Context: an optimization exercise on an open-source flow, tuned for small area and a short achievable clock period. The choices shown serve that exercise and are no tape-out recipe.
No functional check of the RTL was part of any run shown here.
No activity file was given, so power comes from the tool's default toggle rates.

==> flow/design.v (outline; a module is shown in full before it is edited, if it fits) <==
// module alu_core: 988 lines
// module new_alu: 25 lines
module new_alu(i_op, i_arg_A, i_arg_B, i_clk, i_reset, o_result, o_status, o_op_rdy, o_alu_error);
  // ...
==> flow/run.sh <==
#!/bin/bash
# synth_recipe.tcl (not shown) runs the flow's synth.tcl, then flattens the netlist and writes it again
# the make line also repeats each setting of config.mk as NAME=value (left out here)
make -C /OpenROAD-flow-scripts/flow DESIGN_CONFIG=/design/flow/config.mk WORK_HOME=/design/flow/orfs CLKGATE_MAP_FILE= SYNTH_SCRIPT=/design/flow/synth_recipe.tcl finish
==> flow/config.mk <==
export PLATFORM = sky130hd
export DESIGN_NAME = new_alu
export DESIGN_NICKNAME = new_alu
export VERILOG_FILES = /design/flow/design.v
export SDC_FILE = /design/flow/constraint.sdc
export NUM_CORES = 4
export LEC_CHECK = 0
export CAP_MARGIN = 20
export CORE_MARGIN = 2
export CORE_UTILIZATION = 40
export SLEW_MARGIN = 20
==> flow/constraint.sdc <==
create_clock -name core_clock -period 18.0 [get_ports {i_clk}]
set_input_delay 3.6000 -clock core_clock [delete_from_list [all_inputs] [get_ports {i_clk}]]
set_output_delay 3.6000 -clock core_clock [all_outputs]
set_load 0.01 [all_outputs]
==> results.txt, run 1 <==
Clk. pwr - 0.0452 mW
Setup CP Type - input port to flop
Clk cell area share - 1.62%
DR DRC count - 0
Cell Area, Synth - 4690 um2
Most frequent CP cell - nor2_1
Max-slew violations - 0
Minimum clock period - 17100 ps
Register area - 240 um2
Vias per cell - 6.43
Switching Share - 48.3%
Critical Path AT - 17210 ps
Post-DP HPWL - 13700 um
Post-synthesis adder-cell area fraction - 11.1%
CTS tree - yes
Starting Density - 41.0%
Setup repair bufs after CTS - 0
Area taken by multi-input logic gates - 4260 um2
Final setup fails - 0
Synth top area share - 6.17%
Post-CTS sizing - 0
Placed Cells - 830
Critical Path End Type - flop
Met1 wire length - 8060 um
Most common cell in the netlist - nor2_1
HP Class - input port to flop
Multi-input gate count - 586
Setup WS pre-CTS - 126 ps
Worst setup margin - 901 ps
FFs & Latches - 12
I/O pins - 36
Vias in the first global route - 5059
Outcome - timing/DRC/antenna clean
F_max - 58.5 MHz
==> inputs of run 2 (changes only) <==
--- a/flow/config.mk
+++ b/flow/config.mk
@@ -7,2 +7,3 @@
 export LEC_CHECK = 0
+export ABC_AREA = 1
 export CAP_MARGIN = 20
==> run 2 against run 1 <==
Compared with the run above:
- utilization decreased by 1.5 points
- largest cell class unchanged
- first-iteration DRC count decreased by 39%
- synthesized cell count decreased by 4.7%
- critical endpoint is now o_status[2]$_SDFF_PN0_
- largest power group unchanged
- worst setup slack improved by 1600 ps
- clock power decreased by 52%
- critical path depth increased by 26
- sequential share of layout area increased by 1.2 points
- non-clock buffer count decreased by 26
- maximum frequency increased by 10%
==> results.txt, run 2 <==
Worst-margin pin slew - 730 ps (was 987 ps)
# clock sinks - 12 (unchanged)
Buffers on Ports - 35 (unchanged)
Largest register FFs - 8 (unchanged)
Syn_area_per_cell - 5.90 um2 (was 6.91 um2)
Number of synthesized flops with an enable pin - 0 (unchanged)
Post-CTS Hold Buffers - 0 (unchanged)
Most frequent cells in the layout - 157 x nand2_1, 99 x inv_1, 55 x nor2_1 (was 76 x nor2_1, 65 x nand2_1, 51 x a21oi_1)
Most common cell in the netlist - nand2_1 (was nor2_1)
Pwr/cell area - 47.0 nW/um2 (was 48.8 nW/um2)
First DRT Iteration DRCs - 374 (was 609)
F_max - 64.3 MHz (was 58.5 MHz)
Distinct cells, synth - 50 (was 92)
Mux cell area share after synthesis - 0.788% (was 4.59%)
Starting Density - 41.3% (was 41.0%)
Synth top area share - 15.5% (was 6.17%)
CTS root buf - clkbuf_8 (was clkbuf_16)
Fill cells - 1007 (was 1200)
Tcrit/Tclk final - 86.4% (was 95.0%)
Top cells by area, synth - nand2_1 15%, inv_1 9.7%, fa_1 7.4%, o21ai_0 7.0%, dfxtp_1 6.3% (was nor2_1 6.2%, fa_1 6.0%, a21oi_1 5.4%, xnor2_1 5.4%, nand2_1 5.2%)
Most frequent CP cell - nand2_1 (was nor2_1)
Synthesis-to-finish area growth - 12.7% (was 17.0%)
I/O pins - 36 (unchanged)
Vias per cell - 5.39 (was 6.43)
XOR/XNOR Fraction of Synth Area - 5.48% (was 8.70%)
Post-CTS sizing - 0 (unchanged)
GRT Overall Usage - 25.4% (was 27.1%)
CP Data Required Time - 18130 ps (was 18110 ps)
Critical Path AT - 15670 ps (was 17210 ps)
Biggest area consumer among synthesized cells - nand2_1 (was nor2_1)
CTS clock-pin slew for the worst setup and hold paths - 40 ps (about the same)
Total of max-cap violations - 0 (unchanged)
Via Count - 4321 (was 5417)
Leak - 2.11 nW (was 2.12 nW)
Die Ht - 102 um (was 112 um)
CP max stage delay - 700 ps (was 490 ps)
RSZ-0062 raised after global routing - false
Setup CP Type - input port to flop (unchanged)
CP max stage cell - clkdlybuf4s50_1 (unchanged)
HP Class - input port to flop (unchanged)
Final Hold Viols - 0 (unchanged)
First-pass GRT wire length - 20800 um (was 27700 um)
Largest fanout on the critical path - 10 (unchanged)
Post-Route WL - 12600 um (was 17500 um)
Max_slew headroom - 50.7% (was 34.1%)
Post-DRT Antenna Nets - 0 (unchanged)
Setup TNS - 0 ps (unchanged)
Leading cell type in the layout, fill and taps excluded - nand2_1 (was nor2_1)
Cell Area, Synth - 3810 um2 (was 4690 um2)
Post-synthesis adder-cell area fraction - 13.6% (was 11.1%)
GRT overflow - 0 (unchanged)
Core Box Area - 9240 um2 (was 11400 um2)
Layout cells sized above 1 - 10.3% (was 13.9%)
Synth Warn # - 1 (unchanged)
Setup repair bufs after CTS - 0 (unchanged)
DR DRC count - 0 (unchanged)
Critical Path End Type - flop (unchanged)
Final Util - 46.5% (was 48.0%)
GP Congestion - 0.942 (was 0.966)
# nets final - 730 (was 755)
Seq/Total Area, Yosys - 6.30% (was 5.13%)
Post-DP HPWL - 10500 um (was 13700 um)
Maximum vdd drop - 0.0211 mV (was 0.0712 mV)
Syn Inst Count - 646 (was 678)
Max-slew violations - 0 (unchanged)
Initial antenna violation count - 0 (unchanged)
Asr flop ratio synth - 0% (unchanged)
Biggest regs - o_result (8), o_status (4) (unchanged)
Minimum clock period - 15550 ps (was 17100 ps)
Die width - 102 um (was 112 um)
Worst setup SP type - input port (unchanged)
Die ar. - 10300 um2 (was 12600 um2)
#FFs+latches synth - 12 (unchanged)
Post-synth top cells - 157 x nand2_1, 99 x inv_1, 55 x nor2_1, 53 x o21ai_0, 48 x nand3_1 (was 77 x nor2_1, 65 x nand2_1, 51 x a21oi_1, 44 x o21ai_0)
Synth Area in Compound Gates - 19.8% (was 36.1%)
Wire per inst - 15.7 um (was 20.8 um)
Largest family of logic cells by synthesized area - simple AND/OR/NAND/NOR gates (was compound AO/OA/AOI/OAI gates)
Top reg by flops - o_result (unchanged)
Placement Rows - 35 (was 39)
Final setup fails - 0 (unchanged)
H-tree lvl count - 1 (unchanged)
Vias in the first global route - 4080 (was 5059)
Outcome - timing/DRC/antenna clean (unchanged)
Router iterations before antenna repair - 5 (was 6)
Ant. Diodes - 0 (unchanged)
Synth Area in Simple Gates - 40.5% (was 27.2%)
Pin count of the biggest net entering global routing - 20 (was 26)
CTS tree - yes (unchanged)
Ys flop type - dfxtp_1 (unchanged)
Syn_nets - 701 (was 733)
Bufs on Longest Clock Path - 2 (unchanged)
CTS Buf Count - 3 (unchanged)
## run 2: logic make-up after synthesis
kind of cell,count (synthesis)
xor gates and xnor gates,23
adders and majority gates,33
and+or+nand+nor,324
DFF,12
AOI/OAI and AO/OA,123
muxes,3
buffers and inverters,128
## run 2: worst paths after layout
path	startpoint	endpoint	slack (ps)	depth (start not counted)
setup / recovery	i_arg_B[1]	o_status[2]$_SDFF_PN0_	2450	86
hold / removal	i_reset	o_status[2]$_SDFF_PN0_	3970	3
## run 2: power by group
part	total (mW)	switching, mW	internal (mW)	leakage [nW]
registers	0.0306	0.000661	0.0299	0.0982
clock network	0.0219	0.00741	0.0145	0.0216
logic	0.150	0.0948	0.0548	1.99
## run 2: metrics by stage
step                cell area [um2]  hold slack [ps]  cells  total power [mW]  worst slack (ps)
floorplan                      3810             3700    646             0.137              4300
global placement               4260             4220    799             0.177              2490
detailed placement             4260             4210    799             0.179              2260
CTS                            4300             3970    802             0.201              2490
global route                   4300             4000    802             0.224              1040
finish                         4300             3970    802             0.202              2450
## run 2: cell type report
class	instances	area [um2]	share of cell area, %
clock buffer	3	41.3	0.961
inverter	116	438	10.2
multi-input combinational	506	3060	71.2
timing repair buffer	36	358	8.33
sequential	12	240	5.59
tap	129	161	3.76
## run 2: critical path: cells and delay by family
family	cells	cell delay, ps
XOR/XNOR	6	1080
adder cells (fa/ha/maj)	12	3980
buffers and inverters	9	1220
AO/OA/AOI/OAI	7	820
AND/OR/NAND/NOR	52	4920
## run 2: metal layers
| layer | track usage, % | vias up | part of all wire [%] |
|---|---|---|---|
| met3 | 1.45 | 12 | 5.8 |
| met4 | 4.99 | 0 | 1.6 |
| li1 | - | 2168 | - |
| met5 | 0 | - | 0 |
| met2 | 42.4 | 137 | 46 |
| met1 | 36.4 | 2004 | 47 |
==> inputs of run 3 (changes only) <==
--- a/flow/config.mk
+++ b/flow/config.mk
@@ -8,2 +8,3 @@
 export ABC_AREA = 1
+export ABC_CLOCK_PERIOD_IN_PS = 6000
 export CAP_MARGIN = 20
==> run 3 against run 2 <==
Compared with the run above:
- still clean on timing, DRC and antenna
- synthesized cell count unchanged
- hold slack stayed put
- final area is the same
- first-iteration DRC count stayed put
- clock power is essentially flat
- die area unchanged
- critical path type unchanged
- largest power group unchanged
==> results.txt, run 3 <==
Outcome - timing/DRC/antenna clean (unchanged)
Post-CTS sizing - 0 (unchanged)
Pin count of the biggest net entering global routing - 20 (unchanged)
Vias in the first global route - 4080 (unchanged)
Pwr/cell area - 47.0 nW/um2 (unchanged)
Buffers on Ports - 35 (unchanged)
Post-DP HPWL - 10500 um (unchanged)
Setup CP Type - input port to flop (unchanged)
Hold depth - 3 (unchanged)
Post-synth top cells - 157 x nand2_1, 99 x inv_1, 55 x nor2_1, 53 x o21ai_0, 48 x nand3_1 (unchanged)
Synth Warn # - 1 (unchanged)
Final setup fails - 0 (unchanged)
Tcrit/Tclk final - 86.4% (unchanged)
Die Ht - 102 um (unchanged)
First DRT Iteration DRCs - 374 (unchanged)
Leading cell type in the layout, fill and taps excluded - nand2_1 (unchanged)
First-pass GRT wire length - 20800 um (unchanged)
Worst setup SP type - input port (unchanged)
Vias per cell - 5.39 (unchanged)
Setup TNS - 0 ps (unchanged)
Max_slew headroom - 50.7% (unchanged)
Die width - 102 um (unchanged)
Bufs on Longest Clock Path - 2 (unchanged)
Largest fanout on the critical path - 10 (unchanged)
Via Count - 4321 (unchanged)
Die ar. - 10300 um2 (unchanged)
Initial antenna violation count - 0 (unchanged)
Syn_area_per_cell - 5.90 um2 (unchanged)
Most common cell in the netlist - nand2_1 (unchanged)
Critical Path AT - 15670 ps (about the same)
Largest register FFs - 8 (unchanged)
Final Hold Viols - 0 (unchanged)
CP max stage cell - clkdlybuf4s50_1 (unchanged)
Starting Density - 41.3% (unchanged)
Worst hold slack - 3970 ps (unchanged)
CP Data Required Time - 18130 ps (about the same)
Ys flop type - dfxtp_1 (unchanged)
Biggest regs - o_result (8), o_status (4) (unchanged)
H-tree lvl count - 1 (unchanged)
GRT Overall Usage - 25.4% (unchanged)
HP Class - input port to flop (unchanged)
Asr flop ratio synth - 0% (unchanged)
Synthesis-to-finish area growth - 12.7% (unchanged)
Most frequent CP cell - nand2_1 (unchanged)
Max-slew violations - 0 (unchanged)
Seq/Total Area, Yosys - 6.30% (unchanged)
F_max - 64.3 MHz (unchanged)
HP Start - i_reset (unchanged)
RSZ-0062 raised after global routing - false (unchanged)
DR DRC count - 0 (unchanged)
Core Box Area - 9240 um2 (unchanged)
CTS root buf - clkbuf_8 (unchanged)
GRT overflow - 0 (unchanged)
Worst setup margin - 2450 ps (unchanged)
Critical Path End Type - flop (unchanged)
Minimum clock period - 15550 ps (unchanged)
Post-Route WL - 12600 um (unchanged)
Syn_nets - 701 (unchanged)
Post-CTS Hold Buffers - 0 (unchanged)
CTS tree - yes (unchanged)
CTS clock-pin slew for the worst setup and hold paths - 40 ps (about the same)
Layout cells sized above 1 - 10.3% (unchanged)
# clock sinks - 12 (unchanged)
I/O pins - 36 (unchanged)
Top cells by area, synth - nand2_1 15%, inv_1 9.7%, fa_1 7.4%, o21ai_0 7.0%, dfxtp_1 6.3% (unchanged)
Ant. Diodes - 0 (unchanged)
Leak - 2.11 nW (unchanged)
Worst-margin pin slew - 730 ps (unchanged)
Post-DRT Antenna Nets - 0 (unchanged)
Syn Inst Count - 646 (unchanged)
Overall Power - 0.202 mW (unchanged)
Top reg by flops - o_result (unchanged)
Router iterations before antenna repair - 5 (unchanged)
Placement Rows - 35 (unchanged)
Maximum vdd drop - 0.0211 mV (unchanged)
Distinct cells, synth - 50 (unchanged)
GP Congestion - 0.942 (unchanged)
Setup repair bufs after CTS - 0 (unchanged)
CTS Buf Count - 3 (unchanged)
Most frequent cells in the layout - 157 x nand2_1, 99 x inv_1, 55 x nor2_1 (unchanged)
Cell Area, Synth - 3810 um2 (unchanged)
# nets final - 730 (unchanged)
Worst hold endpoint - o_status[2]$_SDFF_PN0_ (unchanged)
Wire per inst - 15.7 um (unchanged)
Number of synthesized flops with an enable pin - 0 (unchanged)
#FFs+latches synth - 12 (unchanged)
Setup WS pre-CTS - 2260 ps (unchanged)
CP max stage delay - 700 ps (about the same)
Synth top area share - 15.5% (unchanged)
Biggest area consumer among synthesized cells - nand2_1 (unchanged)
Total of max-cap violations - 0 (unchanged)
==> run 3: per-stage QoR <==
stage	instances	area [um2]	util, %
floorplan	646	3810	-
global placement	799	4260	46.1
detailed placement	799	4260	46.1
CTS	802	4300	46.5
global route	802	4300	46.5
finish	802	4300	46.5
==> run 3: cells by family (layout without fill, tap and decap cells) <==
group           count (synthesis)  after routing  share of synthesized area, %
buf+inv                       128            155                          13.5
compound gates                123            123                          19.8
mux                             3              3                         0.788
simple gates                  324            324                          40.5
xor+xnor                       23             23                          5.48
fa+ha+maj                      33             33                          13.6
flops                          12             12                          6.30
==> run 3: area by class of cell <==
class                           instances  area (um2)
Multi-Input combinational cell        506        3060
Clock buffer                            3        41.3
Fill cell                            1007        4940
Inverter                              116         438
Sequential cell                        12         240
Timing Repair Buffer                   36         358
Tap cell                              129         161
==> run 3: worst max-delay path: cells and delay by family <==
family / cells / cell delay [ps]
AO/OA/AOI/OAI: 7 / 820
AND/OR/NAND/NOR: 52 / 4920
adder cells (fa/ha/maj): 12 / 3980
buffers and inverters: 9 / 1220
XOR/XNOR: 6 / 1080
==> run 3: how the worst max path moves through the flow <==
| stage | cells after the start | from | end | slack [ps] |
|---|---|---|---|---|
| 5_1_grt | 86 | i_arg_B[1] | o_status[2]$_SDFF_PN0_ | 1040 |
| 4_1_cts | 86 | i_arg_B[1] | o_status[2]$_SDFF_PN0_ | 2490 |
| 3_5_place_dp | 86 | i_arg_B[1] | o_status[2]$_SDFF_PN0_ | 2260 |
| 2_1_floorplan | 86 | i_arg_B[1] | o_status[2]$_SDFF_PN0_ | 4300 |
| 3_3_place_gp | 86 | i_arg_B[1] | o_status[2]$_SDFF_PN0_ | 2490 |
| 6_report | 86 | i_arg_B[1] | o_status[2]$_SDFF_PN0_ | 2450 |
==> run 3: power by group <==
part	leakage (nW)	switching (mW)	internal [mW]
clock	0.0216	0.00741	0.0145
combinational	1.99	0.0948	0.0548
sequential	0.0982	0.000661	0.0299
==> run 3: metal layers <==
layer / up-vias / track usage, % / part of all wire [%]
met2: 137 / 42.4 / 46
li1: 2168 / - / -
met4: 0 / 4.99 / 1.6
met3: 12 / 1.45 / 5.8
met5: - / 0 / 0
met1: 2004 / 36.4 / 47
==> inputs of run 4 (changes only) <==
--- a/flow/config.mk
+++ b/flow/config.mk
@@ -7,3 +7,3 @@
 export LEC_CHECK = 0
-export ABC_AREA = 1
+export ABC_AREA = 0
 export ABC_CLOCK_PERIOD_IN_PS = 6000
==> run 4 against run 3 <==
Compared with the run above:
- first-iteration DRC count grew 63%
- utilization grew 1.5 points
- sequential cell count is the same
- die area grew 22%
- non-clock buffer count grew 26
- worst setup slack lost 1600 ps
- maximum frequency shrank 9.1%
- power grew 32%
- highest routed layer unchanged
==> results.txt, run 4 <==
Pin count of the biggest net entering global routing - 26 (was 20)
Setup WS pre-CTS - 126 ps (was 2260 ps)
Tcrit/Tclk final - 95.0% (was 86.4%)
Initial antenna violation count - 0 (unchanged)
Total of max-cap violations - 0 (unchanged)
Final Util - 48.0% (was 46.5%)
First DRT Iteration DRCs - 609 (was 374)
Die Ht - 112 um (was 102 um)
Syn Inst Count - 678 (was 646)
Largest register FFs - 8 (unchanged)
CP max stage delay - 490 ps (was 700 ps)
HP Class - input port to flop (unchanged)
Post-DRT Antenna Nets - 0 (unchanged)
Worst setup margin - 901 ps (was 2450 ps)
Post-synth top cells - 77 x nor2_1, 65 x nand2_1, 51 x a21oi_1, 44 x o21ai_0 (was 157 x nand2_1, 99 x inv_1, 55 x nor2_1, 53 x o21ai_0, 48 x nand3_1)
Leading cell type in the layout, fill and taps excluded - nor2_1 (was nand2_1)
Biggest area consumer among synthesized cells - nor2_1 (was nand2_1)
Number of synthesized flops with an enable pin - 0 (unchanged)
Most frequent CP cell - nor2_1 (was nand2_1)
Setup CP Type - input port to flop (unchanged)
Worst setup SP type - input port (unchanged)
CTS Buf Count - 3 (unchanged)
CTS root buf - clkbuf_16 (was clkbuf_8)
Synth Warn # - 1 (unchanged)
Overall Power - 0.267 mW (was 0.202 mW)
Critical Path AT - 17210 ps (was 15670 ps)
Top cells by area, synth - nor2_1 6.2%, fa_1 6.0%, a21oi_1 5.4%, xnor2_1 5.4%, nand2_1 5.2% (was nand2_1 15%, inv_1 9.7%, fa_1 7.4%, o21ai_0 7.0%, dfxtp_1 6.3%)
Outcome - timing/DRC/antenna clean (unchanged)
Largest fanout on the critical path - 10 (unchanged)
Crit path capture - o_status[1]$_SDFF_PN0_ (was o_status[2]$_SDFF_PN0_)
Post-CTS Hold Buffers - 0 (unchanged)
GRT Overall Usage - 27.1% (was 25.4%)
Cell Area, Synth - 4690 um2 (was 3810 um2)
Die ar. - 12600 um2 (was 10300 um2)
CP max stage cell - clkdlybuf4s50_1 (unchanged)
Max-slew violations - 0 (unchanged)
Vias in the first global route - 5059 (was 4080)
Syn_nets - 733 (was 701)
Critical Path End Type - flop (unchanged)
Layout cells sized above 1 - 13.9% (was 10.3%)
Asr flop ratio synth - 0% (unchanged)
Final Hold Viols - 0 (unchanged)
Synthesis-to-finish area growth - 17.0% (was 12.7%)
Biggest regs - o_result (8), o_status (4) (unchanged)
GRT overflow - 0 (unchanged)
Post-Route WL - 17500 um (was 12600 um)
Via Count - 5417 (was 4321)
# nets final - 755 (was 730)
CP Data Required Time - 18110 ps (was 18130 ps)
DR DRC count - 0 (unchanged)
Minimum clock period - 17100 ps (was 15550 ps)
GP Congestion - 0.966 (was 0.942)
I/O pins - 36 (unchanged)
Fill cells - 1200 (was 1007)
Register area - 240 um2 (unchanged)
Core Box Area - 11400 um2 (was 9240 um2)
Top reg by flops - o_result (unchanged)
Distinct cells, synth - 92 (was 50)
Router iterations before antenna repair - 6 (was 5)
Ys flop type - dfxtp_1 (unchanged)
First-pass GRT wire length - 27700 um (was 20800 um)
Seq/Total Area, Yosys - 5.13% (was 6.30%)
CTS tree - yes (unchanged)
Starting Density - 41.0% (was 41.3%)
Bufs on Longest Clock Path - 2 (unchanged)
Worst-margin pin slew - 987 ps (was 730 ps)
Maximum vdd drop - 0.0712 mV (was 0.0211 mV)
Most frequent cells in the layout - 76 x nor2_1, 65 x nand2_1, 51 x a21oi_1 (was 157 x nand2_1, 99 x inv_1, 55 x nor2_1)
Post-DP HPWL - 13700 um (was 10500 um)
F_max - 58.5 MHz (was 64.3 MHz)
Vias per cell - 6.43 (was 5.39)
Leak - 2.12 nW (was 2.11 nW)
Synth top area share - 6.17% (was 15.5%)
Max_slew headroom - 34.1% (was 50.7%)
Die width - 112 um (was 102 um)
Pwr/cell area - 48.8 nW/um2 (was 47.0 nW/um2)
Ant. Diodes - 0 (unchanged)
CTS clock-pin slew for the worst setup and hold paths - 40 ps (about the same)
Syn_area_per_cell - 6.91 um2 (was 5.90 um2)
Placement Rows - 39 (was 35)
Final setup fails - 0 (unchanged)
Critical Path Start - i_op[2] (was i_arg_B[1])
Wire per inst - 20.8 um (was 15.7 um)
#FFs+latches synth - 12 (unchanged)
Most common cell in the netlist - nor2_1 (was nand2_1)
# clock sinks - 12 (unchanged)
Area taken by multi-input logic gates - 4260 um2 (was 3060 um2)
Setup TNS - 0 ps (unchanged)
Buffers on Ports - 35 (unchanged)
H-tree lvl count - 1 (unchanged)
-- run 4: cell types whose count changed after synthesis, sizes merged, moves of 24 or more --
cell / previous run / this run
nand3: 54 / 27
nand2: 182 / 65
inv: 114 / 34
xnor2: 7 / 31
a21oi: 20 / 53
-- run 4: cell type report --
class                   instances  area share (%)
multi-input cells             586            77.7
repair buffers                 62            10.6
flip-flops and latches         12            4.38
well taps                     143            3.26
inverters                      35            2.40
clock buffers                   4            1.62
-- run 4: worst min-delay path by stage --
stage | start | end | slack, ps | cells past startpoint
2_1_floorplan | o_result[0]$_SDFF_PN0_ | o_result[0] | 3900 | 0
3_3_place_gp | o_result[0]$_SDFF_PN0_ | o_result[0] | 4340 | 1
3_5_place_dp | o_result[1]$_SDFF_PN0_ | o_result[1] | 4340 | 1
4_1_cts | i_reset | o_result[6]$_SDFF_PN0_ | 4120 | 2
5_1_grt | i_op[0] | o_status[0]$_SDFF_PN0_ | 3980 | 4
6_report | i_op[0] | o_status[0]$_SDFF_PN0_ | 3960 | 4
-- run 4: what timing repair did --
action                     CTS  global route
setup endpoints to repair    0             4
gates resized for setup      0            36
setup buffers                0             7
-- run 4: critical path: cells and delay by family --
family                   cells  cell delay, ps
multiplexers                 3             920
AO/OA/AOI/OAI               24            5120
AND/OR/NAND/NOR             14            2600
adder cells (fa/ha/maj)     11            3450
XOR/XNOR                     3             530
buffers and inverters        5             970
-- run 4: logic make-up after synthesis --
family | Yosys count | share of synthesized area [%]
AOI/OAI and AO/OA | 235 | 36.1
xor gates and xnor gates | 44 | 8.70
adders and majority gates | 33 | 11.1
buffers and inverters | 81 | 7.23
DFF | 12 | 5.13
muxes | 20 | 4.59
and+or+nand+nor | 253 | 27.2
-- run 4: per-stage QoR --
step	hold WS [ps]	instances	area, um2
2_1_floorplan	3900	678	4690
6_report	3960	842	5480
3_5_place_dp	4340	830	5160
3_3_place_gp	4340	830	5160
5_1_grt	3980	842	5480
4_1_cts	4120	834	5250
-- run 4: where the power goes --
part / internal (mW) / leakage [nW] / total, mW / switching [mW]
clock: 0.0335 / 0.0442 / 0.0452 / 0.0117
sequential: 0.0299 / 0.0981 / 0.0306 / 0.000728
combinational: 0.0748 / 1.98 / 0.192 / 0.117
-- run 4: routing by layer --
layer / global-route usage [%] / share of wire (%) / wire length [um]
met1: 39.8 / 46 / 8060
met4: 9.35 / 3.3 / 584
met2: 41.6 / 44 / 7640
met3: 2.27 / 7.0 / 1220
met5: 0 / 0 / 0

## port drivers added, routing unchanged
Ports are ideal in the flow. The routed layouts listed here were re-timed in OpenROAD. Step 1 assumes that a clkbuf_16 drives the clock port and a buf_2 every other input. Step 2 adds t to the input delays and takes it off the output delays; t is the mean of the earliest and latest rising clock arrival at the registers after step 1. Input paths then give back, and output paths get back, about the clock's delay inside the block. Slacks: ideal ports / drivers / drivers and shift; pairs: ideal ports / drivers.
run	shift t [ns]	slack for setup (ns)	hold slack, ns
run 1	0.268	0.901 / 0.897 / 0.629	3.963 / 3.956 / 4.224
run 2	0.246	2.453 / 2.449 / 2.202	3.970 / 3.975 / 4.222
run 3	0.246	2.453 / 2.449 / 2.202	3.970 / 3.975 / 4.222
run 4	0.268	0.901 / 0.897 / 0.629	3.963 / 3.956 / 4.224
After both steps setup and hold are still met in every run listed.
